This design comes from an exercise in tuning for small area on the open sky130 flow, not from production work.
The RTL was checked by simulation tests, not by an equivalence proof against the original design.
Power and IR drop assume default switching activity.

Setup of green:
==> module CPU, before the edit <==
module CPU(clk, nextInstruction, rst, Flags, OUT, aluOutput, mem_rdata, mem_wdata, mem_we, REGA, REGB, ADDRA, FULLOP);
	input clk, rst;
	input [15:0] mem_rdata;
	output [9:0] nextInstruction, ADDRA;
	output [4:0] Flags;
	output [15:0] OUT, aluOutput, mem_wdata, REGA, REGB, FULLOP;
	output mem_we;
	reg [15:0] FullOp, NextIns, WB;
	reg [9:0] PC, addr;
	reg s0, s1;
	reg L;           
	wire sD = ~s0 & ~s1;     
	wire sR = s0 & s1;       
	wire dec = sD | sR;
	wire fet = s0 & ~s1;
	wire exe = ~s0 & s1;
	wire [7:0] op  = {FullOp[15:12], FullOp[7:4]};
	wire [7:0] nop = {NextIns[15:12], NextIns[7:4]};
	wire extz = (FullOp[7:4] == 4'b0);
	wire isSTORE = (op == 8'h44);
	wire isLOAD  = (op == 8'h40);
	wire isJ     = (op == 8'h48) | (op == 8'h4C);
	wire isCMP   = (op == 8'h0B) | (op == 8'hB0) | (op == 8'h0D);
	wire noWrite = isSTORE | isCMP | (op == 8'h00) | (op == 8'h4C);
	wire WriteReg = sD & ~noWrite;
	wire [15:0] ra, rb;
	wire [15:0] bop = extz ? {12'b0, FullOp[3:0]} : rb;
	regfile RegFile(.clk(clk), .rst(rst), .Rdest(FullOp[11:8]), .Rsrc(FullOp[3:0]),
		.EnableWrite(WriteReg), .write(WB), .A(ra), .B(rb));
	ALU_16 ALU(.A(ra), .B(bop), .C(aluOutput), .Opcode(op), .Flags(Flags));
	assign nextInstruction = PC;
	assign ADDRA = addr;
	assign OUT = WB;
	assign mem_wdata = WB;
	assign mem_we = sD & isSTORE;
	assign REGA = ra;
	assign REGB = bop;
	assign FULLOP = FullOp;
	wire njump = sD & ((nop == 8'h48) | ((nop == 8'h4C) & ~L));
	wire [9:0] pc1 = PC + 10'd1;
	always @(posedge clk)
		if (fet)
			NextIns <= mem_rdata;
	wire aRB = njump | (fet & isLOAD);
	wire aPC = dec & ~njump;
	wire aRA = exe & isSTORE;
	wire aEN = aRB | aPC | aRA;
	wire [9:0] addr_n = ({10{aRB}} & rb[9:0]) | ({10{aPC}} & pc1) | ({10{aRA}} & ra[9:0]);
	wire pJ = exe & isJ;
	wire [9:0] PC_n = ({10{aPC}} & pc1) | ({10{pJ}} & rb[9:0]);
	wire [15:0] WB_n = aluOutput | ({16{isSTORE}} & rb) | ({16{isLOAD}} & mem_rdata)
		| ({16{isJ}} & {6'b0, PC});
	always @(posedge clk, posedge rst) begin
		if (rst) begin
			s0 <= 1'b1;
			s1 <= 1'b1;
			FullOp <= 16'b0;
			WB <= 16'b0;
			PC <= 10'h3FF;
			addr <= 10'b0;
			L <= 1'b0;
		end else begin
			s0 <= dec;
			s1 <= fet;
			if (sD)
				FullOp <= NextIns;
			if (aEN)
				addr <= addr_n;
			if (aPC | pJ)
				PC <= PC_n;
			if (fet & isCMP)
				L <= Flags[3];
			if (exe)
				WB <= WB_n;
		end
	end
endmodule
export LEC_CHECK = 0
export ABC_AREA = 1
export CAP_MARGIN = 0
export CORE_MARGIN = 2
export CORE_UTILIZATION = 40
export GPL_TIMING_DRIVEN = 0
export PLACE_DENSITY = 0.6
export SLEW_MARGIN = 0
create_clock -name core_clock -period 12.0 [get_ports {clk}]
standard.sh (not shown) runs the stock make flow with config.mk's settings and CLKGATE_MAP_FILE= SYNTH_SCRIPT=/design/flow/synth_recipe.tcl, a recipe that flattens the netlist after the stock synthesis.
==> flow/flow/run.sh <==
#!/bin/bash
# Own layout flow: the standard layout with these changes.
#  1. synthesis (my_synth.tcl) is the standard synthesis except that Yosys's
#     extract_fa step is skipped and abc maps the logic with flow/area.abc,
#     an area-oriented script; the registers are those of the standard synthesis.
#  2. port buffers are buf_1 cells instead of the default.
#  3. the resize step's repair uses only drive strengths 1 and 2 (pre_resize.tcl).
#  4. CTS uses clkbuf_8 buffers, clusters of up to 12 sinks and no dummy loads.
# Each tool's output goes to a log file in this folder.
set -euo pipefail
W=$PWD
F=$W/flow
MY_NO_FA=1 make -C "$FLOW_HOME" DESIGN_CONFIG=$W/config.mk WORK_HOME=$W/orfs CLKGATE_MAP_FILE= \
  SYNTH_SCRIPT=$F/my_synth.tcl MY_ABC_SCRIPT=$F/area.abc synth > $W/synth.log 2>&1
export PRE_RESIZE_TCL=$F/pre_resize.tcl
export BUFFER_PORTS_ARGS="-buffer_cell sky130_fd_sc_hd__buf_1"
export CTS_ARGS="-sink_clustering_enable -repair_clock_nets -buf_list sky130_fd_sc_hd__clkbuf_8 -dont_use_dummy_load -sink_clustering_size 12 -sink_clustering_max_diameter 60"
bash $W/standard.sh > $W/layout.log 2>&1
==> flow/flow/area.abc <==
strash
dc2
&get -n
&st
&dch -f
&nf -a -p -R 1000
&put
topo
==> flow/flow/my_synth.tcl <==
proc synth {args} { yosys synth -nofsm -noshare {*}$args }
set f [open $::env(SCRIPTS_DIR)/synth.tcl]; set t [read $f]; close $f
set old {log_cmd abc {*}$abc_args}
if { [string first $old $t] < 0 } { error "abc call not found in synth.tcl" }
set t [string map [list $old {log_cmd abc {*}[lreplace $abc_args 1 1 $::env(MY_ABC_SCRIPT)]}] $t]
if { [info exists ::env(MY_NO_FA)] && $::env(MY_NO_FA) } {
  set old2 {extract_fa {*}[dont_use_extract_fa_args]}
  if { [string first $old2 $t] < 0 } { error "extract_fa call not found in synth.tcl" }
  set t [string map [list $old2 {}] $t]
}
set p $::env(OBJECTS_DIR)/synth_patched.tcl
set f [open $p w]; puts -nonewline $f $t; close $f
source $p
# left out here: clear keep_hierarchy, flatten, clean up, hide names made inside functions, write 1_2_yosys.v
==> flow/flow/pre_resize.tcl <==
# Sourced before the resize step (3_4): repair_design may use only the
# smallest drive strengths, which mends slew and capacitance with less area.
set_dont_use {sky130_fd_sc_hd__*_4 sky130_fd_sc_hd__*_6 sky130_fd_sc_hd__*_8 sky130_fd_sc_hd__*_12 sky130_fd_sc_hd__*_16}
Edits applied to the flow inputs when going from green to red:
diff --git a/flow/design.v b/flow/design.v
--- a/flow/design.v
+++ b/flow/design.v
@@ -136,21 +136,12 @@
 	assign FULLOP = FullOp;
 	wire njump = sD & ((nop == 8'h48) | ((nop == 8'h4C) & ~L));
 	wire [9:0] pc1 = PC + 10'd1;
 	always @(posedge clk)
 		if (fet)
 			NextIns <= mem_rdata;
-	wire aRB = njump | (fet & isLOAD);
-	wire aPC = dec & ~njump;
-	wire aRA = exe & isSTORE;
-	wire aEN = aRB | aPC | aRA;
-	wire [9:0] addr_n = ({10{aRB}} & rb[9:0]) | ({10{aPC}} & pc1) | ({10{aRA}} & ra[9:0]);
-	wire pJ = exe & isJ;
-	wire [9:0] PC_n = ({10{aPC}} & pc1) | ({10{pJ}} & rb[9:0]);
-	wire [15:0] WB_n = aluOutput | ({16{isSTORE}} & rb) | ({16{isLOAD}} & mem_rdata)
-		| ({16{isJ}} & {6'b0, PC});
 	always @(posedge clk, posedge rst) begin
 		if (rst) begin
 			s0 <= 1'b1;
 			s1 <= 1'b1;
 			FullOp <= 16'b0;
 			WB <= 16'b0;
@@ -159,17 +150,35 @@
 			L <= 1'b0;
 		end else begin
 			s0 <= dec;
 			s1 <= fet;
 			if (sD)
 				FullOp <= NextIns;
-			if (aEN)
-				addr <= addr_n;
-			if (aPC | pJ)
-				PC <= PC_n;
-			if (fet & isCMP)
-				L <= Flags[3];
-			if (exe)
-				WB <= WB_n;
+			if (dec) begin
+				if (njump)
+					addr <= rb[9:0];
+				else begin
+					PC <= pc1;
+					addr <= pc1;
+				end
+			end
+			if (fet) begin
+				if (isCMP)
+					L <= Flags[3];
+				if (isLOAD)
+					addr <= rb[9:0];
+			end
+			if (exe) begin
+				if (isSTORE) begin
+					addr <= ra[9:0];
+					WB <= rb;
+				end else if (isLOAD)
+					WB <= mem_rdata;
+				else if (isJ) begin
+					WB <= {6'b0, PC};
+					PC <= rb[9:0];
+				end else
+					WB <= aluOutput;
+			end
 		end
 	end
 endmodule
## What came out
Sort green and red by synthesized cell area asc -> top: green
green → red: non-clock inverter count in the final layout now smaller, cell count now larger.
Looking at HPWL after detailed placement across green and red, the one that comes out lower is green.
In the reports for green and red, the larger clock distribution area overhead in the final layout belongs to green.
Delta(die area, red - green) > 0
As far as depth of the worst hold-timing path goes, green and red are indistinguishable; the numbers are identical.
Total power consumption of the routed design, green and red: higher on green

## afterwards: timing with drivers on the ports
How much do the figures lean on ideal ports? The routed layouts below were timed once more, with nothing changed but the port constraints.
Step 1 (the two cells are an assumption about what drives the block):
set clk [get_ports {clk}]
set_driving_cell -lib_cell sky130_fd_sc_hd__clkbuf_16 $clk
set_driving_cell -lib_cell sky130_fd_sc_hd__buf_2 [delete_from_list [all_inputs] $clk]
Step 2 moves the port delays by t, midway between the first and last clock arrival at a register: inputs arrive t later, outputs are due t later. That takes back most of the time a late clock gives input paths.
a / b / c = ideal ports / drivers / drivers and shift; a / b = the first two.
| run | shift t [ns] | setup slack, ns | worst setup path after step 2 | slew at the worst register clock pin (ns) | cell pins on the clock port's net |
|---|---|---|---|---|---|
| green | 0.580 | 0.407 / 0.357 / 0.936 | register to output | 0.08 / 0.08 | 1 |
| red | 0.591 | 0.416 / 0.368 / 0.959 | register to output | 0.09 / 0.09 | 1 |
After both steps setup and hold are still met in every run listed.
